This is an optimization exercise on Yosys and OpenROAD, whose aim is small area, a short achievable clock period and few clock cycles, not a production implementation.
Only simulation tests tie the RTL to the original design; equivalence was not proved.

## flow/design.v (module list and top-level ports; edited modules follow where they fit)
// module sdiv_op: 138 lines
// module sdiv_sub: 242 lines
// module sdiv_sub5: 41 lines
// module sdiv_pg0c: 4 lines
// module sdiv_pg0: 4 lines
// module sdiv_xnor: 3 lines
// module sdiv_oai: 4 lines
// module sdiv_aoi: 4 lines
// module sdiv_inv2: 4 lines
// module sdiv_abs: 173 lines
// module sdiv_nor2: 3 lines
// module sdiv_nand2: 3 lines
// module sdiv_inv1: 3 lines
// module sdiv_msb: 99 lines
// module sdiv_pm: 3 lines
// module sdiv_or2: 3 lines
// module sdiv_dnext: 18 lines
module sdiv_op #(parameter INPUTS = 2,
		parameter OUTPUTS = 1,
		parameter DATA_IN_SIZE = 32,
		parameter DATA_OUT_SIZE = 32)
		(
		input clk,
		input rst,
		input [INPUTS * (DATA_IN_SIZE)- 1 : 0]data_in_bus,
		input [INPUTS - 1 : 0]valid_in_bus,
		output [INPUTS - 1 : 0] ready_in_bus,
		output [OUTPUTS * (DATA_OUT_SIZE) - 1 : 0]data_out_bus,
		output [OUTPUTS - 1 : 0]valid_out_bus,
		input [OUTPUTS - 1 : 0] ready_out_bus
);
  // ...
==> flow/flow/run.sh <==
#!/bin/bash
# The standard layout, with small plain buffers on the ports instead of the
# delay cells buffer_ports picks by default. Every port still gets a buffer.
set -euo pipefail
export BUFFER_PORTS_ARGS="-buffer_cell sky130_fd_sc_hd__buf_1"
bash standard.sh > standard.log 2>&1
==> flow/standard.sh <==
#!/bin/bash
# synth_recipe.tcl (not shown) runs the flow's synth.tcl, then flattens the netlist and writes it again
# the make line also repeats each setting of config.mk as NAME=value (left out here)
make -C /OpenROAD-flow-scripts/flow DESIGN_CONFIG=/design/flow/config.mk WORK_HOME=/design/flow/orfs CLKGATE_MAP_FILE= SYNTH_SCRIPT=/design/flow/synth_recipe.tcl "${@:-finish}"
==> flow/config.mk <==
export PLATFORM = sky130hd
export DESIGN_NAME = sdiv_op
export DESIGN_NICKNAME = sdiv_op
export VERILOG_FILES = /design/flow/design.v
export SDC_FILE = /design/flow/constraint.sdc
export NUM_CORES = 4
export LEC_CHECK = 0
export CAP_MARGIN = 20
export CORE_MARGIN = 2
export CORE_UTILIZATION = 65
export CTS_BUF_LIST = sky130_fd_sc_hd__clkbuf_4 sky130_fd_sc_hd__clkbuf_8
export PLACE_DENSITY = 0.75
export SETUP_SLACK_MARGIN = 2.4
export SLEW_MARGIN = 20
export SYNTH_HIERARCHICAL = 1
==> flow/constraint.sdc <==
create_clock -name core_clock -period 5.0 [get_ports {clk}]
set_input_delay 1.0000 -clock core_clock [delete_from_list [all_inputs] [get_ports {clk}]]
set_output_delay 1.0000 -clock core_clock [all_outputs]
set_load 0.01 [all_outputs]
==> results by group, run 1 <==
Run status
  • Status: timing/DRC/antenna clean

Worst setup path
  • Worst r2r dst: r[0]
  • Critical Path RT: 5.22 ns
  • Crit path DAT: 2.75 ns
  • Worst Setup Start Kind: register
  • Reg2Reg Setup Slack: 2.47 ns
  • CP peak stage delay: 0.42 ns

Job
  • Max capacitance violation total: 0

Timing
  • Unrepaired setup endpoints after global routing: yes
  • Final Skew: 0.0178 ns
  • Final hold viol count: 0
  • Final setup margin: 2.47 ns
  • Worst slew pin tran: 0.992 ns
  • Fmax: 395 MHz

Final layout
  • Commonest cells after routing, fill and taps aside: nor2_1, nand2_1, inv_1
  • Seq cells: 120

Global routing
  • Met2 Use GR: 59.3%

Route
  • Routed vias: 11200
  • DR vias/cell: 5.99
  • # DRC: 0
  • Antenna Nets Post-Route: 0

Floorplan
  • Die area: 20600 um^2
  • Starting density of the core: 65.6%

Logic synthesis
  • Post-synthesis average cell area: 8.38 um^2
  • Yosys warning total: 7

Placed design
  • Detailed-placement wirelength estimate: 28500 um

Clocking
  • Post-CTS Setup Repair Bufs: 9
  • Insertion delay to the later sink of the worst-skew pair: 0.46 ns
  • CTS tree: done
Testbench counts, summed over its fixed seeds: cycles 16,327.
==> module sdiv_op, before the edit <==
module sdiv_op #(parameter INPUTS = 2,
		parameter OUTPUTS = 1,
		parameter DATA_IN_SIZE = 32,
		parameter DATA_OUT_SIZE = 32)
		(
		input clk,
		input rst,
		input [INPUTS * (DATA_IN_SIZE)- 1 : 0]data_in_bus,
		input [INPUTS - 1 : 0]valid_in_bus,
		output [INPUTS - 1 : 0] ready_in_bus,
		output [OUTPUTS * (DATA_OUT_SIZE) - 1 : 0]data_out_bus,
		output [OUTPUTS - 1 : 0]valid_out_bus,
		input [OUTPUTS - 1 : 0] ready_out_bus
);
	localparam S_ACC = 4'b0001, S_PRE = 4'b0010, S_SHF = 4'b0100, S_DIV = 4'b1000;
	reg [3:0]  state;
	reg        rdy;       
	reg [1:0]  rin;       
	reg [1:0]  got;       
	reg        ov;        
	reg [31:0] r;         
	reg [31:0] d;         
	reg [31:0] q;         
	reg [4:0]  cnt;       
	reg [4:0]  shr;       
	reg        zq;        
	reg        sa, sb;    
	reg        cin_f;     
	reg        sb_f;      
	wire [1:0] rdy2 = {2{rdy}} & ~got;    
	assign ready_in_bus = rin;
	wire [1:0] fire = valid_in_bus & rdy2;
	wire [1:0] got_n = got | fire;
	wire qfree = ~ov | ready_out_bus[0];
	wire sq = sa ^ sb;
	wire [31:0] ain = data_in_bus[31:0];
	wire [31:0] bin = data_in_bus[63:32];
	wire [31:0] aabs;
	sdiv_abs u_abs (.a(ain), .y(aabs));
	wire [31:0] diff;
	wire qb;
	sdiv_sub u_sub (.r(r), .d(d), .cin(cin_f), .diff(diff), .ge(qb));
	wire take = rdy & (&got_n);
	wire [31:0] d_nx;
	sdiv_dnext u_dn (.ld(rdy2[1]), .ldv(bin ^ {32{bin[31]}}), .shf(state[2]), .fill(sb_f), .s(shr),
		.div(state[3]), .d(d), .y(d_nx));
	wire [4:0] mr, md, sh;
	wire sh_ge;
	sdiv_msb u_mr (.x(r), .m(mr));
	sdiv_msb u_md (.x(d), .m(md));
	sdiv_sub5 u_sh (.r(mr), .d(md), .cin(1'b1), .diff(sh), .ge(sh_ge));
	assign valid_out_bus = ov;
	assign data_out_bus = q;
	reg [3:0] state_n;
	reg       rdy_n, ov_n;
	reg [1:0] got_nx;
	always @* begin
		state_n = state;
		rdy_n = rdy;
		ov_n = ov & ~ready_out_bus[0];
		got_nx = got;
		if (rdy) got_nx = take ? 2'b00 : got_n;
		case (1'b1)
			state[0]: begin
				if (zq) ov_n = 1'b1;
				if (take) begin
					state_n = S_PRE;
					rdy_n = 1'b0;
				end
			end
			state[1]: if (qfree) begin
				if (~qb) begin
					state_n = S_ACC;
					rdy_n = 1'b1;
				end else
					state_n = S_SHF;
			end
			state[2]: begin
				state_n = S_DIV;
				rdy_n = (shr == 5'd0);
			end
			default: begin
				rdy_n = (cnt == 5'd1);
				if (cnt == 5'd0) begin
					ov_n = 1'b1;
					if (take) state_n = S_PRE;
					else begin
						state_n = S_ACC;
						rdy_n = 1'b1;
					end
				end
			end
		endcase
	end
	always @(posedge clk, posedge rst)
		if (rst) begin
			state <= S_ACC;
			zq <= 1'b0;
			rdy <= 1'b1;
			rin <= 2'b11;
			got <= 2'b00;
			ov <= 1'b0;
		end else begin
			state <= state_n;
			zq <= state[1] & qfree & ~qb;
			rdy <= rdy_n;
			rin <= {2{rdy_n}} & ~got_nx;
			got <= got_nx;
			ov <= ov_n;
		end
	always @(posedge clk) begin
		case (1'b1)
			state[0]: if (zq) q <= 32'd0;
			state[1]: if (qfree) begin
				q <= {32{sq}};
				if (sq) r <= diff;
			end
			state[3]: begin
				if (qb) r <= diff;
				q <= {q[30:0], qb ^ sq};
				cnt <= cnt - 5'd1;
			end
			default: ;
		endcase
		if (rdy2[0]) begin
			r <= aabs;
			sa <= ain[31];
		end
		d <= d_nx;
		shr <= sh;
		if (state[2]) cnt <= shr;
		if (rdy2[1]) begin
			sb <= bin[31];
			sb_f <= bin[31];
			cin_f <= ~bin[31];
		end
	end
endmodule
==> module sdiv_sub, before the edit <==
module sdiv_sub (
	input  [31:0] r,
	input  [31:0] d,
	input         cin,
	output [31:0] diff,
	output        ge
);
	wire [31:0] g0, p0;
	wire [31:0] g1, p1;
	wire [31:0] g2, p2;
	wire [31:0] g3, p3;
	wire [31:0] g4, p4;
	wire [31:0] g5, p5;
	wire [31:0] t;
	sdiv_xnor ut_0 (.a(r[0]), .b(d[0]), .y(t[0]));
	sdiv_xnor ut_1 (.a(r[1]), .b(d[1]), .y(t[1]));
	sdiv_xnor ut_2 (.a(r[2]), .b(d[2]), .y(t[2]));
	sdiv_xnor ut_3 (.a(r[3]), .b(d[3]), .y(t[3]));
	sdiv_xnor ut_4 (.a(r[4]), .b(d[4]), .y(t[4]));
	sdiv_xnor ut_5 (.a(r[5]), .b(d[5]), .y(t[5]));
	sdiv_xnor ut_6 (.a(r[6]), .b(d[6]), .y(t[6]));
	sdiv_xnor ut_7 (.a(r[7]), .b(d[7]), .y(t[7]));
	sdiv_xnor ut_8 (.a(r[8]), .b(d[8]), .y(t[8]));
	sdiv_xnor ut_9 (.a(r[9]), .b(d[9]), .y(t[9]));
	sdiv_xnor ut_10 (.a(r[10]), .b(d[10]), .y(t[10]));
	sdiv_xnor ut_11 (.a(r[11]), .b(d[11]), .y(t[11]));
	sdiv_xnor ut_12 (.a(r[12]), .b(d[12]), .y(t[12]));
	sdiv_xnor ut_13 (.a(r[13]), .b(d[13]), .y(t[13]));
	sdiv_xnor ut_14 (.a(r[14]), .b(d[14]), .y(t[14]));
	sdiv_xnor ut_15 (.a(r[15]), .b(d[15]), .y(t[15]));
	sdiv_xnor ut_16 (.a(r[16]), .b(d[16]), .y(t[16]));
	sdiv_xnor ut_17 (.a(r[17]), .b(d[17]), .y(t[17]));
	sdiv_xnor ut_18 (.a(r[18]), .b(d[18]), .y(t[18]));
	sdiv_xnor ut_19 (.a(r[19]), .b(d[19]), .y(t[19]));
	sdiv_xnor ut_20 (.a(r[20]), .b(d[20]), .y(t[20]));
	sdiv_xnor ut_21 (.a(r[21]), .b(d[21]), .y(t[21]));
	sdiv_xnor ut_22 (.a(r[22]), .b(d[22]), .y(t[22]));
	sdiv_xnor ut_23 (.a(r[23]), .b(d[23]), .y(t[23]));
	sdiv_xnor ut_24 (.a(r[24]), .b(d[24]), .y(t[24]));
	sdiv_xnor ut_25 (.a(r[25]), .b(d[25]), .y(t[25]));
	sdiv_xnor ut_26 (.a(r[26]), .b(d[26]), .y(t[26]));
	sdiv_xnor ut_27 (.a(r[27]), .b(d[27]), .y(t[27]));
	sdiv_xnor ut_28 (.a(r[28]), .b(d[28]), .y(t[28]));
	sdiv_xnor ut_29 (.a(r[29]), .b(d[29]), .y(t[29]));
	sdiv_xnor ut_30 (.a(r[30]), .b(d[30]), .y(t[30]));
	sdiv_xnor ut_31 (.a(r[31]), .b(d[31]), .y(t[31]));
	sdiv_pg0c u0_0 (.a(r[0]), .b(d[0]), .c(cin), .gn(g0[0]), .pn(p0[0]));
	sdiv_pg0 u0_1 (.a(r[1]), .b(d[1]), .gn(g0[1]), .pn(p0[1]));
	sdiv_pg0 u0_2 (.a(r[2]), .b(d[2]), .gn(g0[2]), .pn(p0[2]));
	sdiv_pg0 u0_3 (.a(r[3]), .b(d[3]), .gn(g0[3]), .pn(p0[3]));
	sdiv_pg0 u0_4 (.a(r[4]), .b(d[4]), .gn(g0[4]), .pn(p0[4]));
	sdiv_pg0 u0_5 (.a(r[5]), .b(d[5]), .gn(g0[5]), .pn(p0[5]));
	sdiv_pg0 u0_6 (.a(r[6]), .b(d[6]), .gn(g0[6]), .pn(p0[6]));
	sdiv_pg0 u0_7 (.a(r[7]), .b(d[7]), .gn(g0[7]), .pn(p0[7]));
	sdiv_pg0 u0_8 (.a(r[8]), .b(d[8]), .gn(g0[8]), .pn(p0[8]));
	sdiv_pg0 u0_9 (.a(r[9]), .b(d[9]), .gn(g0[9]), .pn(p0[9]));
	sdiv_pg0 u0_10 (.a(r[10]), .b(d[10]), .gn(g0[10]), .pn(p0[10]));
	sdiv_pg0 u0_11 (.a(r[11]), .b(d[11]), .gn(g0[11]), .pn(p0[11]));
	sdiv_pg0 u0_12 (.a(r[12]), .b(d[12]), .gn(g0[12]), .pn(p0[12]));
	sdiv_pg0 u0_13 (.a(r[13]), .b(d[13]), .gn(g0[13]), .pn(p0[13]));
	sdiv_pg0 u0_14 (.a(r[14]), .b(d[14]), .gn(g0[14]), .pn(p0[14]));
	sdiv_pg0 u0_15 (.a(r[15]), .b(d[15]), .gn(g0[15]), .pn(p0[15]));
	sdiv_pg0 u0_16 (.a(r[16]), .b(d[16]), .gn(g0[16]), .pn(p0[16]));
	sdiv_pg0 u0_17 (.a(r[17]), .b(d[17]), .gn(g0[17]), .pn(p0[17]));
	sdiv_pg0 u0_18 (.a(r[18]), .b(d[18]), .gn(g0[18]), .pn(p0[18]));
	sdiv_pg0 u0_19 (.a(r[19]), .b(d[19]), .gn(g0[19]), .pn(p0[19]));
	sdiv_pg0 u0_20 (.a(r[20]), .b(d[20]), .gn(g0[20]), .pn(p0[20]));
	sdiv_pg0 u0_21 (.a(r[21]), .b(d[21]), .gn(g0[21]), .pn(p0[21]));
	sdiv_pg0 u0_22 (.a(r[22]), .b(d[22]), .gn(g0[22]), .pn(p0[22]));
	sdiv_pg0 u0_23 (.a(r[23]), .b(d[23]), .gn(g0[23]), .pn(p0[23]));
	sdiv_pg0 u0_24 (.a(r[24]), .b(d[24]), .gn(g0[24]), .pn(p0[24]));
	sdiv_pg0 u0_25 (.a(r[25]), .b(d[25]), .gn(g0[25]), .pn(p0[25]));
	sdiv_pg0 u0_26 (.a(r[26]), .b(d[26]), .gn(g0[26]), .pn(p0[26]));
	sdiv_pg0 u0_27 (.a(r[27]), .b(d[27]), .gn(g0[27]), .pn(p0[27]));
	sdiv_pg0 u0_28 (.a(r[28]), .b(d[28]), .gn(g0[28]), .pn(p0[28]));
	sdiv_pg0 u0_29 (.a(r[29]), .b(d[29]), .gn(g0[29]), .pn(p0[29]));
	sdiv_pg0 u0_30 (.a(r[30]), .b(d[30]), .gn(g0[30]), .pn(p0[30]));
	sdiv_pg0 u0_31 (.a(r[31]), .b(d[31]), .gn(g0[31]), .pn(p0[31]));
	sdiv_inv2 u1_0 (.g(g0[0]), .p(p0[0]), .go(g1[0]), .po(p1[0]));
	sdiv_oai u1_1 (.gh(g0[1]), .ph(p0[1]), .gl(g0[0]), .pl(p0[0]), .go(g1[1]), .po(p1[1]));
	sdiv_oai u1_2 (.gh(g0[2]), .ph(p0[2]), .gl(g0[1]), .pl(p0[1]), .go(g1[2]), .po(p1[2]));
	sdiv_oai u1_3 (.gh(g0[3]), .ph(p0[3]), .gl(g0[2]), .pl(p0[2]), .go(g1[3]), .po(p1[3]));
	sdiv_oai u1_4 (.gh(g0[4]), .ph(p0[4]), .gl(g0[3]), .pl(p0[3]), .go(g1[4]), .po(p1[4]));
	sdiv_oai u1_5 (.gh(g0[5]), .ph(p0[5]), .gl(g0[4]), .pl(p0[4]), .go(g1[5]), .po(p1[5]));
	sdiv_oai u1_6 (.gh(g0[6]), .ph(p0[6]), .gl(g0[5]), .pl(p0[5]), .go(g1[6]), .po(p1[6]));
	sdiv_oai u1_7 (.gh(g0[7]), .ph(p0[7]), .gl(g0[6]), .pl(p0[6]), .go(g1[7]), .po(p1[7]));
	sdiv_oai u1_8 (.gh(g0[8]), .ph(p0[8]), .gl(g0[7]), .pl(p0[7]), .go(g1[8]), .po(p1[8]));
	sdiv_oai u1_9 (.gh(g0[9]), .ph(p0[9]), .gl(g0[8]), .pl(p0[8]), .go(g1[9]), .po(p1[9]));
	sdiv_oai u1_10 (.gh(g0[10]), .ph(p0[10]), .gl(g0[9]), .pl(p0[9]), .go(g1[10]), .po(p1[10]));
	sdiv_oai u1_11 (.gh(g0[11]), .ph(p0[11]), .gl(g0[10]), .pl(p0[10]), .go(g1[11]), .po(p1[11]));
	sdiv_oai u1_12 (.gh(g0[12]), .ph(p0[12]), .gl(g0[11]), .pl(p0[11]), .go(g1[12]), .po(p1[12]));
	sdiv_oai u1_13 (.gh(g0[13]), .ph(p0[13]), .gl(g0[12]), .pl(p0[12]), .go(g1[13]), .po(p1[13]));
	sdiv_oai u1_14 (.gh(g0[14]), .ph(p0[14]), .gl(g0[13]), .pl(p0[13]), .go(g1[14]), .po(p1[14]));
	sdiv_oai u1_15 (.gh(g0[15]), .ph(p0[15]), .gl(g0[14]), .pl(p0[14]), .go(g1[15]), .po(p1[15]));
	sdiv_oai u1_16 (.gh(g0[16]), .ph(p0[16]), .gl(g0[15]), .pl(p0[15]), .go(g1[16]), .po(p1[16]));
	sdiv_oai u1_17 (.gh(g0[17]), .ph(p0[17]), .gl(g0[16]), .pl(p0[16]), .go(g1[17]), .po(p1[17]));
	sdiv_oai u1_18 (.gh(g0[18]), .ph(p0[18]), .gl(g0[17]), .pl(p0[17]), .go(g1[18]), .po(p1[18]));
	sdiv_oai u1_19 (.gh(g0[19]), .ph(p0[19]), .gl(g0[18]), .pl(p0[18]), .go(g1[19]), .po(p1[19]));
	sdiv_oai u1_20 (.gh(g0[20]), .ph(p0[20]), .gl(g0[19]), .pl(p0[19]), .go(g1[20]), .po(p1[20]));
	sdiv_oai u1_21 (.gh(g0[21]), .ph(p0[21]), .gl(g0[20]), .pl(p0[20]), .go(g1[21]), .po(p1[21]));
	sdiv_oai u1_22 (.gh(g0[22]), .ph(p0[22]), .gl(g0[21]), .pl(p0[21]), .go(g1[22]), .po(p1[22]));
	sdiv_oai u1_23 (.gh(g0[23]), .ph(p0[23]), .gl(g0[22]), .pl(p0[22]), .go(g1[23]), .po(p1[23]));
	sdiv_oai u1_24 (.gh(g0[24]), .ph(p0[24]), .gl(g0[23]), .pl(p0[23]), .go(g1[24]), .po(p1[24]));
	sdiv_oai u1_25 (.gh(g0[25]), .ph(p0[25]), .gl(g0[24]), .pl(p0[24]), .go(g1[25]), .po(p1[25]));
	sdiv_oai u1_26 (.gh(g0[26]), .ph(p0[26]), .gl(g0[25]), .pl(p0[25]), .go(g1[26]), .po(p1[26]));
	sdiv_oai u1_27 (.gh(g0[27]), .ph(p0[27]), .gl(g0[26]), .pl(p0[26]), .go(g1[27]), .po(p1[27]));
	sdiv_oai u1_28 (.gh(g0[28]), .ph(p0[28]), .gl(g0[27]), .pl(p0[27]), .go(g1[28]), .po(p1[28]));
	sdiv_oai u1_29 (.gh(g0[29]), .ph(p0[29]), .gl(g0[28]), .pl(p0[28]), .go(g1[29]), .po(p1[29]));
	sdiv_oai u1_30 (.gh(g0[30]), .ph(p0[30]), .gl(g0[29]), .pl(p0[29]), .go(g1[30]), .po(p1[30]));
	sdiv_oai u1_31 (.gh(g0[31]), .ph(p0[31]), .gl(g0[30]), .pl(p0[30]), .go(g1[31]), .po(p1[31]));
	sdiv_inv2 u2_0 (.g(g1[0]), .p(p1[0]), .go(g2[0]), .po(p2[0]));
	sdiv_inv2 u2_1 (.g(g1[1]), .p(p1[1]), .go(g2[1]), .po(p2[1]));
	sdiv_aoi u2_2 (.gh(g1[2]), .ph(p1[2]), .gl(g1[0]), .pl(p1[0]), .go(g2[2]), .po(p2[2]));
	sdiv_aoi u2_3 (.gh(g1[3]), .ph(p1[3]), .gl(g1[1]), .pl(p1[1]), .go(g2[3]), .po(p2[3]));
	sdiv_aoi u2_4 (.gh(g1[4]), .ph(p1[4]), .gl(g1[2]), .pl(p1[2]), .go(g2[4]), .po(p2[4]));
	sdiv_aoi u2_5 (.gh(g1[5]), .ph(p1[5]), .gl(g1[3]), .pl(p1[3]), .go(g2[5]), .po(p2[5]));
	sdiv_aoi u2_6 (.gh(g1[6]), .ph(p1[6]), .gl(g1[4]), .pl(p1[4]), .go(g2[6]), .po(p2[6]));
	sdiv_aoi u2_7 (.gh(g1[7]), .ph(p1[7]), .gl(g1[5]), .pl(p1[5]), .go(g2[7]), .po(p2[7]));
	sdiv_aoi u2_8 (.gh(g1[8]), .ph(p1[8]), .gl(g1[6]), .pl(p1[6]), .go(g2[8]), .po(p2[8]));
	sdiv_aoi u2_9 (.gh(g1[9]), .ph(p1[9]), .gl(g1[7]), .pl(p1[7]), .go(g2[9]), .po(p2[9]));
	sdiv_aoi u2_10 (.gh(g1[10]), .ph(p1[10]), .gl(g1[8]), .pl(p1[8]), .go(g2[10]), .po(p2[10]));
	sdiv_aoi u2_11 (.gh(g1[11]), .ph(p1[11]), .gl(g1[9]), .pl(p1[9]), .go(g2[11]), .po(p2[11]));
	sdiv_aoi u2_12 (.gh(g1[12]), .ph(p1[12]), .gl(g1[10]), .pl(p1[10]), .go(g2[12]), .po(p2[12]));
	sdiv_aoi u2_13 (.gh(g1[13]), .ph(p1[13]), .gl(g1[11]), .pl(p1[11]), .go(g2[13]), .po(p2[13]));
	sdiv_aoi u2_14 (.gh(g1[14]), .ph(p1[14]), .gl(g1[12]), .pl(p1[12]), .go(g2[14]), .po(p2[14]));
	sdiv_aoi u2_15 (.gh(g1[15]), .ph(p1[15]), .gl(g1[13]), .pl(p1[13]), .go(g2[15]), .po(p2[15]));
	sdiv_aoi u2_16 (.gh(g1[16]), .ph(p1[16]), .gl(g1[14]), .pl(p1[14]), .go(g2[16]), .po(p2[16]));
	sdiv_aoi u2_17 (.gh(g1[17]), .ph(p1[17]), .gl(g1[15]), .pl(p1[15]), .go(g2[17]), .po(p2[17]));
	sdiv_aoi u2_18 (.gh(g1[18]), .ph(p1[18]), .gl(g1[16]), .pl(p1[16]), .go(g2[18]), .po(p2[18]));
	sdiv_aoi u2_19 (.gh(g1[19]), .ph(p1[19]), .gl(g1[17]), .pl(p1[17]), .go(g2[19]), .po(p2[19]));
	sdiv_aoi u2_20 (.gh(g1[20]), .ph(p1[20]), .gl(g1[18]), .pl(p1[18]), .go(g2[20]), .po(p2[20]));
	sdiv_aoi u2_21 (.gh(g1[21]), .ph(p1[21]), .gl(g1[19]), .pl(p1[19]), .go(g2[21]), .po(p2[21]));
	sdiv_aoi u2_22 (.gh(g1[22]), .ph(p1[22]), .gl(g1[20]), .pl(p1[20]), .go(g2[22]), .po(p2[22]));
	sdiv_aoi u2_23 (.gh(g1[23]), .ph(p1[23]), .gl(g1[21]), .pl(p1[21]), .go(g2[23]), .po(p2[23]));
	sdiv_aoi u2_24 (.gh(g1[24]), .ph(p1[24]), .gl(g1[22]), .pl(p1[22]), .go(g2[24]), .po(p2[24]));
	sdiv_aoi u2_25 (.gh(g1[25]), .ph(p1[25]), .gl(g1[23]), .pl(p1[23]), .go(g2[25]), .po(p2[25]));
	sdiv_aoi u2_26 (.gh(g1[26]), .ph(p1[26]), .gl(g1[24]), .pl(p1[24]), .go(g2[26]), .po(p2[26]));
	sdiv_aoi u2_27 (.gh(g1[27]), .ph(p1[27]), .gl(g1[25]), .pl(p1[25]), .go(g2[27]), .po(p2[27]));
	sdiv_aoi u2_28 (.gh(g1[28]), .ph(p1[28]), .gl(g1[26]), .pl(p1[26]), .go(g2[28]), .po(p2[28]));
	sdiv_aoi u2_29 (.gh(g1[29]), .ph(p1[29]), .gl(g1[27]), .pl(p1[27]), .go(g2[29]), .po(p2[29]));
	sdiv_aoi u2_30 (.gh(g1[30]), .ph(p1[30]), .gl(g1[28]), .pl(p1[28]), .go(g2[30]), .po(p2[30]));
	sdiv_aoi u2_31 (.gh(g1[31]), .ph(p1[31]), .gl(g1[29]), .pl(p1[29]), .go(g2[31]), .po(p2[31]));
	sdiv_inv2 u3_0 (.g(g2[0]), .p(p2[0]), .go(g3[0]), .po(p3[0]));
	sdiv_inv2 u3_1 (.g(g2[1]), .p(p2[1]), .go(g3[1]), .po(p3[1]));
	sdiv_inv2 u3_2 (.g(g2[2]), .p(p2[2]), .go(g3[2]), .po(p3[2]));
	sdiv_inv2 u3_3 (.g(g2[3]), .p(p2[3]), .go(g3[3]), .po(p3[3]));
	sdiv_oai u3_4 (.gh(g2[4]), .ph(p2[4]), .gl(g2[0]), .pl(p2[0]), .go(g3[4]), .po(p3[4]));
	sdiv_oai u3_5 (.gh(g2[5]), .ph(p2[5]), .gl(g2[1]), .pl(p2[1]), .go(g3[5]), .po(p3[5]));
	sdiv_oai u3_6 (.gh(g2[6]), .ph(p2[6]), .gl(g2[2]), .pl(p2[2]), .go(g3[6]), .po(p3[6]));
	sdiv_oai u3_7 (.gh(g2[7]), .ph(p2[7]), .gl(g2[3]), .pl(p2[3]), .go(g3[7]), .po(p3[7]));
	sdiv_oai u3_8 (.gh(g2[8]), .ph(p2[8]), .gl(g2[4]), .pl(p2[4]), .go(g3[8]), .po(p3[8]));
	sdiv_oai u3_9 (.gh(g2[9]), .ph(p2[9]), .gl(g2[5]), .pl(p2[5]), .go(g3[9]), .po(p3[9]));
	sdiv_oai u3_10 (.gh(g2[10]), .ph(p2[10]), .gl(g2[6]), .pl(p2[6]), .go(g3[10]), .po(p3[10]));
	sdiv_oai u3_11 (.gh(g2[11]), .ph(p2[11]), .gl(g2[7]), .pl(p2[7]), .go(g3[11]), .po(p3[11]));
	sdiv_oai u3_12 (.gh(g2[12]), .ph(p2[12]), .gl(g2[8]), .pl(p2[8]), .go(g3[12]), .po(p3[12]));
	sdiv_oai u3_13 (.gh(g2[13]), .ph(p2[13]), .gl(g2[9]), .pl(p2[9]), .go(g3[13]), .po(p3[13]));
	sdiv_oai u3_14 (.gh(g2[14]), .ph(p2[14]), .gl(g2[10]), .pl(p2[10]), .go(g3[14]), .po(p3[14]));
	sdiv_oai u3_15 (.gh(g2[15]), .ph(p2[15]), .gl(g2[11]), .pl(p2[11]), .go(g3[15]), .po(p3[15]));
	sdiv_oai u3_16 (.gh(g2[16]), .ph(p2[16]), .gl(g2[12]), .pl(p2[12]), .go(g3[16]), .po(p3[16]));
	sdiv_oai u3_17 (.gh(g2[17]), .ph(p2[17]), .gl(g2[13]), .pl(p2[13]), .go(g3[17]), .po(p3[17]));
	sdiv_oai u3_18 (.gh(g2[18]), .ph(p2[18]), .gl(g2[14]), .pl(p2[14]), .go(g3[18]), .po(p3[18]));
	sdiv_oai u3_19 (.gh(g2[19]), .ph(p2[19]), .gl(g2[15]), .pl(p2[15]), .go(g3[19]), .po(p3[19]));
	sdiv_oai u3_20 (.gh(g2[20]), .ph(p2[20]), .gl(g2[16]), .pl(p2[16]), .go(g3[20]), .po(p3[20]));
	sdiv_oai u3_21 (.gh(g2[21]), .ph(p2[21]), .gl(g2[17]), .pl(p2[17]), .go(g3[21]), .po(p3[21]));
	sdiv_oai u3_22 (.gh(g2[22]), .ph(p2[22]), .gl(g2[18]), .pl(p2[18]), .go(g3[22]), .po(p3[22]));
	sdiv_oai u3_23 (.gh(g2[23]), .ph(p2[23]), .gl(g2[19]), .pl(p2[19]), .go(g3[23]), .po(p3[23]));
	sdiv_oai u3_24 (.gh(g2[24]), .ph(p2[24]), .gl(g2[20]), .pl(p2[20]), .go(g3[24]), .po(p3[24]));
	sdiv_oai u3_25 (.gh(g2[25]), .ph(p2[25]), .gl(g2[21]), .pl(p2[21]), .go(g3[25]), .po(p3[25]));
	sdiv_oai u3_26 (.gh(g2[26]), .ph(p2[26]), .gl(g2[22]), .pl(p2[22]), .go(g3[26]), .po(p3[26]));
	sdiv_oai u3_27 (.gh(g2[27]), .ph(p2[27]), .gl(g2[23]), .pl(p2[23]), .go(g3[27]), .po(p3[27]));
	sdiv_oai u3_28 (.gh(g2[28]), .ph(p2[28]), .gl(g2[24]), .pl(p2[24]), .go(g3[28]), .po(p3[28]));
	sdiv_oai u3_29 (.gh(g2[29]), .ph(p2[29]), .gl(g2[25]), .pl(p2[25]), .go(g3[29]), .po(p3[29]));
	sdiv_oai u3_30 (.gh(g2[30]), .ph(p2[30]), .gl(g2[26]), .pl(p2[26]), .go(g3[30]), .po(p3[30]));
	sdiv_oai u3_31 (.gh(g2[31]), .ph(p2[31]), .gl(g2[27]), .pl(p2[27]), .go(g3[31]), .po(p3[31]));
	sdiv_inv2 u4_0 (.g(g3[0]), .p(p3[0]), .go(g4[0]), .po(p4[0]));
	sdiv_inv2 u4_1 (.g(g3[1]), .p(p3[1]), .go(g4[1]), .po(p4[1]));
	sdiv_inv2 u4_2 (.g(g3[2]), .p(p3[2]), .go(g4[2]), .po(p4[2]));
	sdiv_inv2 u4_3 (.g(g3[3]), .p(p3[3]), .go(g4[3]), .po(p4[3]));
	sdiv_inv2 u4_4 (.g(g3[4]), .p(p3[4]), .go(g4[4]), .po(p4[4]));
	sdiv_inv2 u4_5 (.g(g3[5]), .p(p3[5]), .go(g4[5]), .po(p4[5]));
	sdiv_inv2 u4_6 (.g(g3[6]), .p(p3[6]), .go(g4[6]), .po(p4[6]));
	sdiv_inv2 u4_7 (.g(g3[7]), .p(p3[7]), .go(g4[7]), .po(p4[7]));
	sdiv_aoi u4_8 (.gh(g3[8]), .ph(p3[8]), .gl(g3[0]), .pl(p3[0]), .go(g4[8]), .po(p4[8]));
	sdiv_aoi u4_9 (.gh(g3[9]), .ph(p3[9]), .gl(g3[1]), .pl(p3[1]), .go(g4[9]), .po(p4[9]));
	sdiv_aoi u4_10 (.gh(g3[10]), .ph(p3[10]), .gl(g3[2]), .pl(p3[2]), .go(g4[10]), .po(p4[10]));
	sdiv_aoi u4_11 (.gh(g3[11]), .ph(p3[11]), .gl(g3[3]), .pl(p3[3]), .go(g4[11]), .po(p4[11]));
	sdiv_aoi u4_12 (.gh(g3[12]), .ph(p3[12]), .gl(g3[4]), .pl(p3[4]), .go(g4[12]), .po(p4[12]));
	sdiv_aoi u4_13 (.gh(g3[13]), .ph(p3[13]), .gl(g3[5]), .pl(p3[5]), .go(g4[13]), .po(p4[13]));
	sdiv_aoi u4_14 (.gh(g3[14]), .ph(p3[14]), .gl(g3[6]), .pl(p3[6]), .go(g4[14]), .po(p4[14]));
	sdiv_aoi u4_15 (.gh(g3[15]), .ph(p3[15]), .gl(g3[7]), .pl(p3[7]), .go(g4[15]), .po(p4[15]));
	sdiv_aoi u4_16 (.gh(g3[16]), .ph(p3[16]), .gl(g3[8]), .pl(p3[8]), .go(g4[16]), .po(p4[16]));
	sdiv_aoi u4_17 (.gh(g3[17]), .ph(p3[17]), .gl(g3[9]), .pl(p3[9]), .go(g4[17]), .po(p4[17]));
	sdiv_aoi u4_18 (.gh(g3[18]), .ph(p3[18]), .gl(g3[10]), .pl(p3[10]), .go(g4[18]), .po(p4[18]));
	sdiv_aoi u4_19 (.gh(g3[19]), .ph(p3[19]), .gl(g3[11]), .pl(p3[11]), .go(g4[19]), .po(p4[19]));
	sdiv_aoi u4_20 (.gh(g3[20]), .ph(p3[20]), .gl(g3[12]), .pl(p3[12]), .go(g4[20]), .po(p4[20]));
	sdiv_aoi u4_21 (.gh(g3[21]), .ph(p3[21]), .gl(g3[13]), .pl(p3[13]), .go(g4[21]), .po(p4[21]));
	sdiv_aoi u4_22 (.gh(g3[22]), .ph(p3[22]), .gl(g3[14]), .pl(p3[14]), .go(g4[22]), .po(p4[22]));
	sdiv_aoi u4_23 (.gh(g3[23]), .ph(p3[23]), .gl(g3[15]), .pl(p3[15]), .go(g4[23]), .po(p4[23]));
	sdiv_aoi u4_24 (.gh(g3[24]), .ph(p3[24]), .gl(g3[16]), .pl(p3[16]), .go(g4[24]), .po(p4[24]));
	sdiv_aoi u4_25 (.gh(g3[25]), .ph(p3[25]), .gl(g3[17]), .pl(p3[17]), .go(g4[25]), .po(p4[25]));
	sdiv_aoi u4_26 (.gh(g3[26]), .ph(p3[26]), .gl(g3[18]), .pl(p3[18]), .go(g4[26]), .po(p4[26]));
	sdiv_aoi u4_27 (.gh(g3[27]), .ph(p3[27]), .gl(g3[19]), .pl(p3[19]), .go(g4[27]), .po(p4[27]));
	sdiv_aoi u4_28 (.gh(g3[28]), .ph(p3[28]), .gl(g3[20]), .pl(p3[20]), .go(g4[28]), .po(p4[28]));
	sdiv_aoi u4_29 (.gh(g3[29]), .ph(p3[29]), .gl(g3[21]), .pl(p3[21]), .go(g4[29]), .po(p4[29]));
	sdiv_aoi u4_30 (.gh(g3[30]), .ph(p3[30]), .gl(g3[22]), .pl(p3[22]), .go(g4[30]), .po(p4[30]));
	sdiv_aoi u4_31 (.gh(g3[31]), .ph(p3[31]), .gl(g3[23]), .pl(p3[23]), .go(g4[31]), .po(p4[31]));
	sdiv_inv2 u5_0 (.g(g4[0]), .p(p4[0]), .go(g5[0]), .po(p5[0]));
	sdiv_inv2 u5_1 (.g(g4[1]), .p(p4[1]), .go(g5[1]), .po(p5[1]));
	sdiv_inv2 u5_2 (.g(g4[2]), .p(p4[2]), .go(g5[2]), .po(p5[2]));
	sdiv_inv2 u5_3 (.g(g4[3]), .p(p4[3]), .go(g5[3]), .po(p5[3]));
	sdiv_inv2 u5_4 (.g(g4[4]), .p(p4[4]), .go(g5[4]), .po(p5[4]));
	sdiv_inv2 u5_5 (.g(g4[5]), .p(p4[5]), .go(g5[5]), .po(p5[5]));
	sdiv_inv2 u5_6 (.g(g4[6]), .p(p4[6]), .go(g5[6]), .po(p5[6]));
	sdiv_inv2 u5_7 (.g(g4[7]), .p(p4[7]), .go(g5[7]), .po(p5[7]));
	sdiv_inv2 u5_8 (.g(g4[8]), .p(p4[8]), .go(g5[8]), .po(p5[8]));
	sdiv_inv2 u5_9 (.g(g4[9]), .p(p4[9]), .go(g5[9]), .po(p5[9]));
	sdiv_inv2 u5_10 (.g(g4[10]), .p(p4[10]), .go(g5[10]), .po(p5[10]));
	sdiv_inv2 u5_11 (.g(g4[11]), .p(p4[11]), .go(g5[11]), .po(p5[11]));
	sdiv_inv2 u5_12 (.g(g4[12]), .p(p4[12]), .go(g5[12]), .po(p5[12]));
	sdiv_inv2 u5_13 (.g(g4[13]), .p(p4[13]), .go(g5[13]), .po(p5[13]));
	sdiv_inv2 u5_14 (.g(g4[14]), .p(p4[14]), .go(g5[14]), .po(p5[14]));
	sdiv_inv2 u5_15 (.g(g4[15]), .p(p4[15]), .go(g5[15]), .po(p5[15]));
	sdiv_oai u5_16 (.gh(g4[16]), .ph(p4[16]), .gl(g4[0]), .pl(p4[0]), .go(g5[16]), .po(p5[16]));
	sdiv_oai u5_17 (.gh(g4[17]), .ph(p4[17]), .gl(g4[1]), .pl(p4[1]), .go(g5[17]), .po(p5[17]));
	sdiv_oai u5_18 (.gh(g4[18]), .ph(p4[18]), .gl(g4[2]), .pl(p4[2]), .go(g5[18]), .po(p5[18]));
	sdiv_oai u5_19 (.gh(g4[19]), .ph(p4[19]), .gl(g4[3]), .pl(p4[3]), .go(g5[19]), .po(p5[19]));
	sdiv_oai u5_20 (.gh(g4[20]), .ph(p4[20]), .gl(g4[4]), .pl(p4[4]), .go(g5[20]), .po(p5[20]));
	sdiv_oai u5_21 (.gh(g4[21]), .ph(p4[21]), .gl(g4[5]), .pl(p4[5]), .go(g5[21]), .po(p5[21]));
	sdiv_oai u5_22 (.gh(g4[22]), .ph(p4[22]), .gl(g4[6]), .pl(p4[6]), .go(g5[22]), .po(p5[22]));
	sdiv_oai u5_23 (.gh(g4[23]), .ph(p4[23]), .gl(g4[7]), .pl(p4[7]), .go(g5[23]), .po(p5[23]));
	sdiv_oai u5_24 (.gh(g4[24]), .ph(p4[24]), .gl(g4[8]), .pl(p4[8]), .go(g5[24]), .po(p5[24]));
	sdiv_oai u5_25 (.gh(g4[25]), .ph(p4[25]), .gl(g4[9]), .pl(p4[9]), .go(g5[25]), .po(p5[25]));
	sdiv_oai u5_26 (.gh(g4[26]), .ph(p4[26]), .gl(g4[10]), .pl(p4[10]), .go(g5[26]), .po(p5[26]));
	sdiv_oai u5_27 (.gh(g4[27]), .ph(p4[27]), .gl(g4[11]), .pl(p4[11]), .go(g5[27]), .po(p5[27]));
	sdiv_oai u5_28 (.gh(g4[28]), .ph(p4[28]), .gl(g4[12]), .pl(p4[12]), .go(g5[28]), .po(p5[28]));
	sdiv_oai u5_29 (.gh(g4[29]), .ph(p4[29]), .gl(g4[13]), .pl(p4[13]), .go(g5[29]), .po(p5[29]));
	sdiv_oai u5_30 (.gh(g4[30]), .ph(p4[30]), .gl(g4[14]), .pl(p4[14]), .go(g5[30]), .po(p5[30]));
	sdiv_oai u5_31 (.gh(g4[31]), .ph(p4[31]), .gl(g4[15]), .pl(p4[15]), .go(g5[31]), .po(p5[31]));
	wire [32:0] c = {g5, cin};
	assign diff = t ^ c[31:0];
	assign ge = c[32];
endmodule
==> inputs of run 2 (changes only) <==
--- a/flow/design.v
+++ b/flow/design.v
@@ -38,8 +38,9 @@
 	wire [31:0] aabs;
 	sdiv_abs u_abs (.a(ain), .y(aabs));
 	wire [31:0] diff;
-	wire qb;
-	sdiv_sub u_sub (.r(r), .d(d), .cin(cin_f), .diff(diff), .ge(qb));
+	wire qb, rsel;
+	wire ren = state[3] | (state[1] & sq & qfree);
+	sdiv_sub u_sub (.r(r), .d(d), .cin(cin_f), .en(ren), .diff(diff), .ge(qb), .ge_en(rsel));
 	wire take = rdy & (&got_n);
 	wire [31:0] d_nx;
 	sdiv_dnext u_dn (.ld(rdy2[1]), .ldv(bin ^ {32{bin[31]}}), .shf(state[2]), .fill(sb_f), .s(shr),
@@ -113,19 +114,16 @@
 			state[0]: if (zq) q <= 32'd0;
 			state[1]: if (qfree) begin
 				q <= {32{sq}};
-				if (sq) r <= diff;
 			end
 			state[3]: begin
-				if (qb) r <= diff;
 				q <= {q[30:0], qb ^ sq};
 				cnt <= cnt - 5'd1;
 			end
 			default: ;
 		endcase
-		if (rdy2[0]) begin
-			r <= aabs;
-			sa <= ain[31];
-		end
+		if (rdy2[0]) r <= aabs;
+		else if (rsel) r <= diff;
+		if (rdy2[0]) sa <= ain[31];
 		d <= d_nx;
 		shr <= sh;
 		if (state[2]) cnt <= shr;
@@ -140,8 +138,10 @@
 	input  [31:0] r,
 	input  [31:0] d,
 	input         cin,
+	input         en,
 	output [31:0] diff,
-	output        ge
+	output        ge,
+	output        ge_en
 );
 	wire [31:0] g0, p0;
 	wire [31:0] g1, p1;
@@ -377,6 +377,7 @@
 	wire [32:0] c = {g5, cin};
 	assign diff = t ^ c[31:0];
 	assign ge = c[32];
+	sdiv_oai_en ue (.gh(g4[31]), .ph(p4[31]), .gl(g4[15]), .en(en), .y(ge_en));
 endmodule
 module sdiv_sub5 (
 	input  [4:0] r,
@@ -430,6 +431,9 @@
 module sdiv_xnor (input a, input b, output y);
 	assign y = a ^ ~b;
 endmodule
+module sdiv_oai_en (input gh, input ph, input gl, input en, output y);
+	assign y = ~(gh & (ph | gl)) & en;
+endmodule
 module sdiv_oai (input gh, input ph, input gl, input pl, output go, output po);
 	assign go = ~(gh & (ph | gl));
 	assign po = ~(ph | pl);
==> results by group, run 2 <==
Timing
  • Final setup violation count: 0 (unchanged)
  • Final worst-path cycle share: 50.7% (about the same)
  • Max transition margin: 33.6% (was 33.9%)
  • Unrepaired setup endpoints after global routing: yes (unchanged)
  • Fmax: 394 MHz (was 395 MHz)
  • Final hold viol count: 0 (unchanged)
  • Worst slew pin tran: 0.996 ns (was 0.992 ns)
  • Setup tns final: 0 ns (unchanged)
  • Slew Limit Fails: 0 (unchanged)
  • Final min period: 2.53 ns (about the same)
  • Final Skew: 0.0185 ns (was 0.0178 ns)

Worst setup path
  • Worst-path cell chain: nor2b_2, nor2_1, nand2_1, nor2_1, nand2_1, o21ai_1, and2_1, nand2b_4 (was buf_4, nor2b_2, nor2_2, a21oi_2, o21ai_2, a21oi_2, o21ai_4, nor2b_4, a2bb2oi_2, o21ai_4, buf_6)
  • Worst Setup Start Kind: register (unchanged)
  • Crit path capture type: register (unchanged)
  • Worst r2r dst: r[5] (was r[0])
  • CP peak stage delay: 0.49 ns (was 0.42 ns)
  • R2R Path Start: d[16] (was r[23])
  • Reg2Reg Setup Slack: 2.47 ns (about the same)
  • Type of the worst setup path: register to register (unchanged)
  • Crit path DAT: 2.67 ns (was 2.75 ns)
  • Worst Reg-to-Reg Cells: 8 (was 11)
  • Crit-path max FO: 16 (was 8)
  • Critical Path RT: 5.14 ns (was 5.22 ns)
  • Top Family by Delay on Critical Path: simple AND/OR/NAND/NOR gates (was compound AO/OA/AOI/OAI gates)
  • Crit-path slowest cell: dfxtp_1 (was edfxtp_1)
  • CP bufs+invs: 0 (was 2)

Floorplan
  • I/O Pins: 104 (unchanged)
  • Starting density of the core: 65.7% (was 65.6%)
  • Total core area: 19300 um^2 (unchanged)
  • Die Wd: 144 um (was 143 um)
  • Die Ht: 144 um (was 143 um)
  • Die area: 20600 um^2 (about the same)
  • # rows: 51 (unchanged)

Worst hold path
  • Worst Hold Class: input pin to async pin (unchanged)

Final layout
  • Ratio of cells with drive above 1 in the final layout: 24.9% (was 25.2%)
  • Most common cell after layout, fill and taps aside: nor2_1 (unchanged)
  • Area of the multi-input gates: 8690 um^2 (was 8750 um^2)
  • Antenna Cells: 0 (unchanged)
  • Final #Nets: 1683 (was 1669)
  • Synth-to-Final Area Change: 9.46% (was 9.49%)
  • Biggest regs: d x32, q x32, r x32 (unchanged)
  • Commonest cells after routing, fill and taps aside: nor2_1, nand2_1, inv_1 (unchanged)
  • Sequential Area: 3200 um^2 (was 3230 um^2)
  • Layout fillers: 1640 (was 1606)
  • Util after Layout: 71.9% (about the same)

Placed design
  • PortBufs: 103 (unchanged)
  • Detailed-placement wirelength estimate: 27000 um (was 28500 um)
  • Routability cong.: 1.01 (was 1.02)

Logic synthesis
  • Synth Cell Area: 12700 um^2 (was 12600 um^2)
  • Yosys warning total: 7 (unchanged)
  • Post-synthesis average cell area: 8.37 um^2 (was 8.38 um^2)
  • Syn Inst Count: 1511 (was 1510)

Route
  • DR vias/cell: 5.93 (was 5.99)
  • WL/cell: 19.1 um (was 20.2 um)
  • Drt pass-1 iters: 6 (was 5)
  • Antenna Nets Post-Route: 0 (unchanged)
  • Routed vias: 11200 (about the same)
  • Final wirelength: 36200 um (was 37900 um)
  • # DRC: 0 (unchanged)
  • DRT iter0 DRCs: 1263 (was 1115)

Clocking
  • H-tree depth: 4 (unchanged)
  • Insertion delay to the later sink of the worst-skew pair: 0.47 ns (was 0.46 ns)
  • Longest Clk Path Bufs: 2 (unchanged)
  • Reg clk slew, reported paths: 0.09 ns (was 0.10 ns)
  • Cts bufs inserted: 17 (unchanged)
  • CTS tree: done (unchanged)
  • Clock root cell: clkbuf_8 (unchanged)
  • Post-CTS Hold Fix Bufs: 0 (unchanged)
  • TritonCTS Sinks: 120 (unchanged)

Global routing
  • Vias in the first global route: 10300 (was 10400)
  • Largest net degree at the start of global routing: 55 (was 39)
  • First-pass GRT wire length: 54700 um (was 56100 um)
  • Total gr overflow: 0 (unchanged)
  • Total track usage: 34.7% (was 36.0%)
  • Initial antenna violation count: 0 (unchanged)

Run status
  • Status: timing/DRC/antenna clean (unchanged)

Job
  • Max capacitance violation total: 0 (unchanged)
## run 2: cell type report
class,instances,share of cell area (%)
Clock buffer,17,1.69
Clock inverter,15,1.11
Sequential cell,120,23.1
Inverter,132,3.58
Timing Repair Buffer,149,5.38
Tap cell,265,2.39
Multi-Input combinational cell,1191,62.7
## run 2: worst max path at each step
stage	startpoint	to	slack (ns)	cells past startpoint
floorplan	ready_out_bus[0]	q[0]	2.47	2
global placement	ready_out_bus[0]	r[5]	1.96	6
detailed placement	ready_out_bus[0]	r[4]	1.93	6
CTS	d[17]	rin[0]	2.43	9
global route	d[16]	rin[0]	2.32	10
finish	d[16]	r[5]	2.47	8
## run 2: worst reg2reg max path, cell delays in order (launching register included)
cell	delay [ns]
dfxtp_1	0.49
nor2b_2	0.27
nor2_1	0.21
nand2_1	0.15
nor2_1	0.26
nand2_1	0.17
o21ai_1	0.13
and2_1	0.19
nand2b_4	0.33
## run 2: stage by stage
stage / std cells / hold WS (ns) / cell area [um^2] / worst slack (ns)
after CTS: 1856 / 0.464 / 13500 / 2.43
after global placement: 1824 / 0.527 / 13100 / 1.96
final: 1889 / 0.480 / 13900 / 2.47
after floorplan: 1514 / 0.512 / 12700 / 2.47
after detailed placement: 1824 / 0.535 / 13100 / 1.93
after global routing: 1889 / 0.495 / 13900 / 2.32
## run 2: routing by layer
layer / global-route usage (%) / vias up / share of wire [%]
met5: 0 / - / 0
met4: 12.9 / 0 / 3.8
met3: 5.26 / 97 / 7.6
met2: 55.9 / 560 / 47
met1: 47.4 / 5207 / 42
li1: - / 5332 / -
## run 2: repair_timing
item                                    CTS  global route
pin swaps                                 0             2
gates cloned                              0             1
gates resized for setup                   4            17
endpoints found under the setup margin   41            44
setup buffers                             0            32
Testbench counts of run 2, summed over its fixed seeds: cycles 16,327.
==> inputs of run 3 (changes only) <==
--- a/flow/config.mk
+++ b/flow/config.mk
@@ -10,6 +10,6 @@
 export CORE_UTILIZATION = 65
 export CTS_BUF_LIST = sky130_fd_sc_hd__clkbuf_4 sky130_fd_sc_hd__clkbuf_8
 export PLACE_DENSITY = 0.75
-export SETUP_SLACK_MARGIN = 2.4
+export SETUP_SLACK_MARGIN = 2.5
 export SLEW_MARGIN = 20
 export SYNTH_HIERARCHICAL = 1
==> results by group, run 3 <==
Timing
  • Final setup violation count: 0 (unchanged)
  • Max transition margin: 33.3% (was 33.6%)
  • Setup tns final: 0 ns (unchanged)
  • Unrepaired setup endpoints after global routing: yes (unchanged)
  • Slew Limit Fails: 0 (unchanged)
  • Final hold viol count: 0 (unchanged)
  • Worst slew pin tran: 1.00 ns (was 0.996 ns)
  • Final Skew: 0.0161 ns (was 0.0185 ns)
  • Final min period: 2.46 ns (was 2.53 ns)
  • Final worst-path cycle share: 49.2% (was 50.7%)
  • Fmax: 406 MHz (was 394 MHz)

Clocking
  • Longest Clk Path Bufs: 2 (unchanged)
  • H-tree depth: 4 (unchanged)
  • Reg clk slew, reported paths: 0.09 ns (about the same)
  • Cts bufs inserted: 17 (unchanged)
  • CTS tree: done (unchanged)
  • Clock root cell: clkbuf_8 (unchanged)
  • Insertion delay to the later sink of the worst-skew pair: 0.46 ns (was 0.47 ns)
  • TritonCTS Sinks: 120 (unchanged)
  • Post-CTS Hold Fix Bufs: 0 (unchanged)

Floorplan
  • # rows: 51 (unchanged)
  • Die Wd: 144 um (unchanged)
  • Starting density of the core: 65.7% (unchanged)
  • Die area: 20600 um^2 (unchanged)
  • Total core area: 19300 um^2 (unchanged)
  • I/O Pins: 104 (unchanged)
  • Die Ht: 144 um (unchanged)

Final layout
  • Layout fillers: 1580 (was 1640)
  • Biggest regs: d x32, q x32, r x32 (unchanged)
  • Commonest cells after routing, fill and taps aside: nor2_1, nand2_1, inv_1 (unchanged)
  • Final #Nets: 1680 (was 1683)
  • Ratio of cells with drive above 1 in the final layout: 27.0% (was 24.9%)
  • Final cell count without fillers: 1886 (was 1889)
  • Sequential Area: 3230 um^2 (was 3200 um^2)
  • Antenna Cells: 0 (unchanged)
  • Synth-to-Final Area Change: 10.0% (was 9.46%)
  • Most common cell after layout, fill and taps aside: nor2_1 (unchanged)
  • Area of the multi-input gates: 8760 um^2 (was 8690 um^2)

Logic synthesis
  • Post-synthesis average cell area: 8.37 um^2 (unchanged)
  • Yosys warning total: 7 (unchanged)
  • Synth Cell Area: 12700 um^2 (unchanged)
  • Syn Inst Count: 1511 (unchanged)

Placed design
  • Detailed-placement wirelength estimate: 26800 um (was 27000 um)
  • Routability cong.: 1.03 (was 1.01)
  • PortBufs: 103 (unchanged)
  • Cell count after placement: 1821 (was 1824)

Worst setup path
  • Critical Path RT: 5.36 ns (was 5.14 ns)
  • Top Family by Delay on Critical Path: simple AND/OR/NAND/NOR gates (unchanged)
  • Worst r2r dst: rin[1] (was r[5])
  • CP bufs+invs: 2 (was 0)
  • Crit-path max FO: 5 (was 16)
  • Crit path DAT: 2.82 ns (was 2.67 ns)
  • Crit-path slowest cell: edfxtp_1 (was dfxtp_1)
  • Worst-path cell chain: buf_4, nor2b_2, nor2_1, nand2_1, nor2_2, nand2_1, o21ai_4, nor2_1, a222oi_1, buf_4, a211oi_1 (was nor2b_2, nor2_1, nand2_1, nor2_1, nand2_1, o21ai_1, and2_1, nand2b_4)
  • Worst Setup Start Kind: register (unchanged)
  • Type of the worst setup path: register to register (unchanged)
  • Worst Reg-to-Reg Cells: 11 (was 8)
  • Reg2Reg Setup Slack: 2.54 ns (was 2.47 ns)
  • CP peak stage delay: 0.47 ns (was 0.49 ns)
  • R2R Path Start: r[21] (was d[16])
  • Crit path capture type: register (unchanged)

Route
  • WL/cell: 19.2 um (was 19.1 um)
  • Routed vias: 11300 (was 11200)
  • Final wirelength: 36200 um (about the same)
  • Antenna Nets Post-Route: 0 (unchanged)
  • # DRC: 0 (unchanged)
  • DR vias/cell: 6.00 (was 5.93)
  • DRT iter0 DRCs: 1018 (was 1263)
  • Drt pass-1 iters: 5 (was 6)

Global routing
  • Initial antenna violation count: 0 (unchanged)
  • Total gr overflow: 0 (unchanged)
  • First-pass GRT wire length: 54900 um (was 54700 um)
  • Largest net degree at the start of global routing: 55 (unchanged)
  • Vias in the first global route: 10400 (was 10300)
  • Total track usage: 34.5% (was 34.7%)

Run status
  • Status: timing/DRC/antenna clean (unchanged)

Job
  • Max capacitance violation total: 0 (unchanged)

Worst hold path
  • Worst Hold Class: input pin to async pin (unchanged)
run 3: worst max path at each step:
| stage | from | to | slack [ns] | depth (start not counted) |
|---|---|---|---|---|
| floorplan | ready_out_bus[0] | q[0] | 2.51 | 2 |
| global placement | ready_out_bus[0] | r[25] | 2.00 | 6 |
| CTS | r[22] | shr[4] | 2.51 | 12 |
| detailed placement | ready_out_bus[0] | r[25] | 2.01 | 6 |
| finish | r[21] | rin[1] | 2.54 | 11 |
| global route | r[21] | rin[0] | 2.43 | 11 |
run 3: stage by stage:
step	util, %	setup WS, ns	hold WS [ns]	area, um^2
after floorplan	-	2.51	0.512	12700
after global placement	68.1	2.00	0.523	13100
after detailed placement	68.1	2.01	0.533	13100
after CTS	70.7	2.51	0.500	13600
after global routing	72.2	2.43	0.512	13900
final	72.2	2.54	0.498	13900
run 3: worst register-to-register path: stages (launching register included):
cell and delay [ns]:
edfxtp_1 0.47, buf_4 0.16, nor2b_2 0.05, nor2_1 0.26, nand2_1 0.18, nor2_2 0.22, nand2_1 0.15, o21ai_4 0.28
nor2_1 0.07, a222oi_1 0.30, buf_4 0.18, a211oi_1 0.05
run 3: routing by layer:
metal  track usage, %  up-vias  share of wire [%]
li1                 -     5338                  -
met1             46.6     5315                 42
met2             57.0      572                 47
met3             5.76       96                7.8
met4             10.9        0                3.1
met5                0        -                  0
run 3: repair_timing:
action	in CTS	in global routing
cloned	1	2
endpoints found under the setup margin	55	46
resized for setup	11	48
setup buffers	8	22
pin swaps	0	11
run 3: area by class of cell:
| type | instances | area share [%] |
|---|---|---|
| Multi-Input combinational cell | 1193 | 62.9 |
| Sequential cell | 120 | 23.2 |
| Timing Repair Buffer | 144 | 5.15 |
| Inverter | 132 | 3.56 |
| Tap cell | 265 | 2.38 |
| Clock buffer | 17 | 1.68 |
| Clock inverter | 15 | 1.09 |
==> inputs of run 4 (changes only) <==
--- a/flow/config.mk
+++ b/flow/config.mk
@@ -10,6 +10,6 @@
 export CORE_UTILIZATION = 65
 export CTS_BUF_LIST = sky130_fd_sc_hd__clkbuf_4 sky130_fd_sc_hd__clkbuf_8
 export PLACE_DENSITY = 0.75
-export SETUP_SLACK_MARGIN = 2.5
+export SETUP_SLACK_MARGIN = 2.8
 export SLEW_MARGIN = 20
 export SYNTH_HIERARCHICAL = 1
==> results by group, run 4 <==
Run status
  • Status: timing/DRC/antenna clean (unchanged)

Floorplan
  • # rows: 51 (unchanged)
  • I/O Pins: 104 (unchanged)
  • Die Ht: 144 um (unchanged)
  • Die area: 20600 um^2 (unchanged)
  • Total core area: 19300 um^2 (unchanged)
  • Die Wd: 144 um (unchanged)
  • Starting density of the core: 65.7% (unchanged)

Timing
  • Fmax: 415 MHz (was 406 MHz)
  • Max transition margin: 35.6% (was 33.3%)
  • Final min period: 2.41 ns (was 2.46 ns)
  • Final worst-path cycle share: 48.1% (was 49.2%)
  • Final hold viol count: 0 (unchanged)
  • Setup tns final: 0 ns (unchanged)
  • Final setup violation count: 0 (unchanged)
  • Slew Limit Fails: 0 (unchanged)
  • Final setup margin: 2.59 ns (was 2.54 ns)
  • Unrepaired setup endpoints after global routing: yes (unchanged)
  • WHS: 0.479 ns (was 0.498 ns)
  • Final Skew: 0.0175 ns (was 0.0161 ns)
  • Worst slew pin tran: 0.967 ns (was 1.00 ns)

Global routing
  • Vias in the first global route: 11100 (was 10400)
  • Initial antenna violation count: 0 (unchanged)
  • Total track usage: 37.4% (was 34.5%)
  • Total gr overflow: 0 (unchanged)
  • Largest net degree at the start of global routing: 55 (unchanged)
  • First-pass GRT wire length: 59000 um (was 54900 um)

Logic synthesis
  • Synth Cell Area: 12700 um^2 (unchanged)
  • Post-synthesis average cell area: 8.37 um^2 (unchanged)
  • Yosys warning total: 7 (unchanged)
  • Syn Inst Count: 1511 (unchanged)

Route
  • Final wirelength: 40500 um (was 36200 um)
  • WL/cell: 20.7 um (was 19.2 um)
  • Routed vias: 12100 (was 11300)
  • Drt pass-1 iters: 6 (was 5)
  • Antenna Nets Post-Route: 0 (unchanged)
  • # DRC: 0 (unchanged)
  • DR vias/cell: 6.20 (was 6.00)
  • DRT iter0 DRCs: 1214 (was 1018)

Worst setup path
  • Worst Setup Start Kind: register (unchanged)
  • Critical Path RT: 5.36 ns (about the same)
  • Worst-path cell chain: buf_4, buf_6, buf_6, a21o_1, a21o_1, a21o_1, a21o_1, buf_4, buf_6, buf_6, buf_6, xnor2_4, xor2_1 (was buf_4, nor2b_2, nor2_1, nand2_1, nor2_2, nand2_1, o21ai_4, nor2_1, a222oi_1, buf_4, a211oi_1)
  • Crit-path max FO: 3 (was 5)
  • Crit path DAT: 2.77 ns (was 2.82 ns)
  • Crit path capture type: register (unchanged)
  • CP peak stage delay: 0.53 ns (was 0.47 ns)
  • Type of the worst setup path: register to register (unchanged)
  • Reg2Reg Setup Slack: 2.59 ns (was 2.54 ns)
  • Crit-path slowest cell: edfxtp_1 (unchanged)
  • CP bufs+invs: 7 (was 2)
  • Top Family by Delay on Critical Path: buffers and inverters (was simple AND/OR/NAND/NOR gates)
  • Crit path top cell by count: buf_6

Clocking
  • CTS tree: done (unchanged)
  • H-tree depth: 4 (unchanged)
  • Cts bufs inserted: 17 (unchanged)
  • Clock root cell: clkbuf_8 (unchanged)
  • Insertion delay to the later sink of the worst-skew pair: 0.48 ns (was 0.46 ns)
  • Reg clk slew, reported paths: 0.09 ns (about the same)
  • TritonCTS Sinks: 120 (unchanged)
  • Longest Clk Path Bufs: 2 (unchanged)

Final layout
  • Antenna Cells: 0 (unchanged)
  • Synth-to-Final Area Change: 17.9% (was 10.0%)
  • Most common cell after layout, fill and taps aside: nor2_1 (unchanged)
  • Sequential Area: 3270 um^2 (was 3230 um^2)
  • Commonest cells after routing, fill and taps aside: nor2_1, nand2_1, inv_1 (unchanged)
  • Area of the multi-input gates: 9140 um^2 (was 8760 um^2)
  • Ratio of cells with drive above 1 in the final layout: 33.6% (was 27.0%)
  • Final instance area: 14900 um^2 (was 13900 um^2)
  • Layout fillers: 1394 (was 1580)
  • Final #Nets: 1745 (was 1680)
  • Biggest regs: d x32, q x32, r x32 (unchanged)

Worst hold path
  • Worst Hold Class: input pin to async pin (unchanged)

Job
  • Max capacitance violation total: 0 (unchanged)

Placed design
  • Routability cong.: 0.980 (was 1.03)
  • Detailed-placement wirelength estimate: 27200 um (was 26800 um)
  • Placed cell areas: 13200 um^2 (was 13100 um^2)
  • Place WS: 2.14 ns (was 2.01 ns)
  • PortBufs: 103 (unchanged)
==> run 4: routing by layer <==
layer	wire length, um	GRT usage (%)	vias to the layer above
met2	18500	61.7	735
met3	3740	6.13	212
li1	-	-	5485
met1	15500	47.5	5663
met4	2710	19.0	0
met5	0	0	-
==> run 4: worst reg2reg max path: cells and delay by family (launching register included) <==
kind                   cells  cell delay (ns)
buffers and inverters      7             0.88
AO/OA/AOI/OAI              4             0.66
flip-flops                 1             0.53
XOR/XNOR                   2             0.24
==> run 4: timing repair <==
| action | CTS | global route |
|---|---|---|
| resized for setup | 101 | 82 |
| pin swaps | 34 | 35 |
| setup endpoints to repair | 98 | 74 |
| buffers inserted | 62 | 29 |
| hold buffers | 0 | 0 |
| gates cloned | 3 | 3 |
==> run 4: through the flow <==
step                util (%)  instances
floorplan                  -       1514
global placement        68.3       1822
detailed placement      68.3       1822
CTS                     74.3       1919
global route            77.4       1951
finish                  77.4       1951
==> run 4: cell type report <==
type | instances | share of cell area, %
Multi-Input combinational cell | 1193 | 61.3
Sequential cell | 120 | 21.9
Timing Repair Buffer | 208 | 8.65
Inverter | 132 | 3.35
Tap cell | 265 | 2.22
Clock buffer | 17 | 1.57
Clock inverter | 15 | 1.01
Timing Repair inverter | 1 | 0.0335
==> run 4: worst paths after layout <==
check	start	end	depth (start not counted)
max in group asynchronous	rst	state[0]	2
hold / removal	rst	state[1]	2
min in group core_clock	state[3]	state[3]	1
setup / recovery	r[17]	shr[0]	13
hold reg to reg	state[3]	state[3]	1
setup reg to reg	r[17]	shr[0]	13

re-timing with driven ports:
The results above use ideal ports. As a check the final layouts listed here were re-extracted and re-timed, cells and wires unchanged.
Step 1 (the two cells are an assumption about what drives the block):
set clk [get_ports {clk}]
set_driving_cell -lib_cell sky130_fd_sc_hd__clkbuf_16 $clk
set_driving_cell -lib_cell sky130_fd_sc_hd__buf_2 [delete_from_list [all_inputs] $clk]
Step 2 also shifts input and output timing later by t, the mid clock arrival at the registers, as if the neighbouring blocks saw the same clock.
Three values: ideal, step 1, step 2; two values: the first two.
run | t (ns) | slack for setup (ns) | slew at the worst register clock pin (ns)
run 1 | 0.498 | 2.466 / 2.466 / 2.292 | 0.10 / 0.10
run 2 | 0.508 | 2.465 / 2.465 / 2.233 | 0.10 / 0.10
run 3 | 0.494 | 2.538 / 2.538 / 2.234 | 0.10 / 0.10
run 4 | 0.514 | 2.593 / 2.593 / 2.389 | 0.10 / 0.10
After both steps setup and hold are still met in every run listed. For run 3, which loses most, drivers alone change the setup slack by 0.000 ns; drivers and shift together by -0.304 ns.
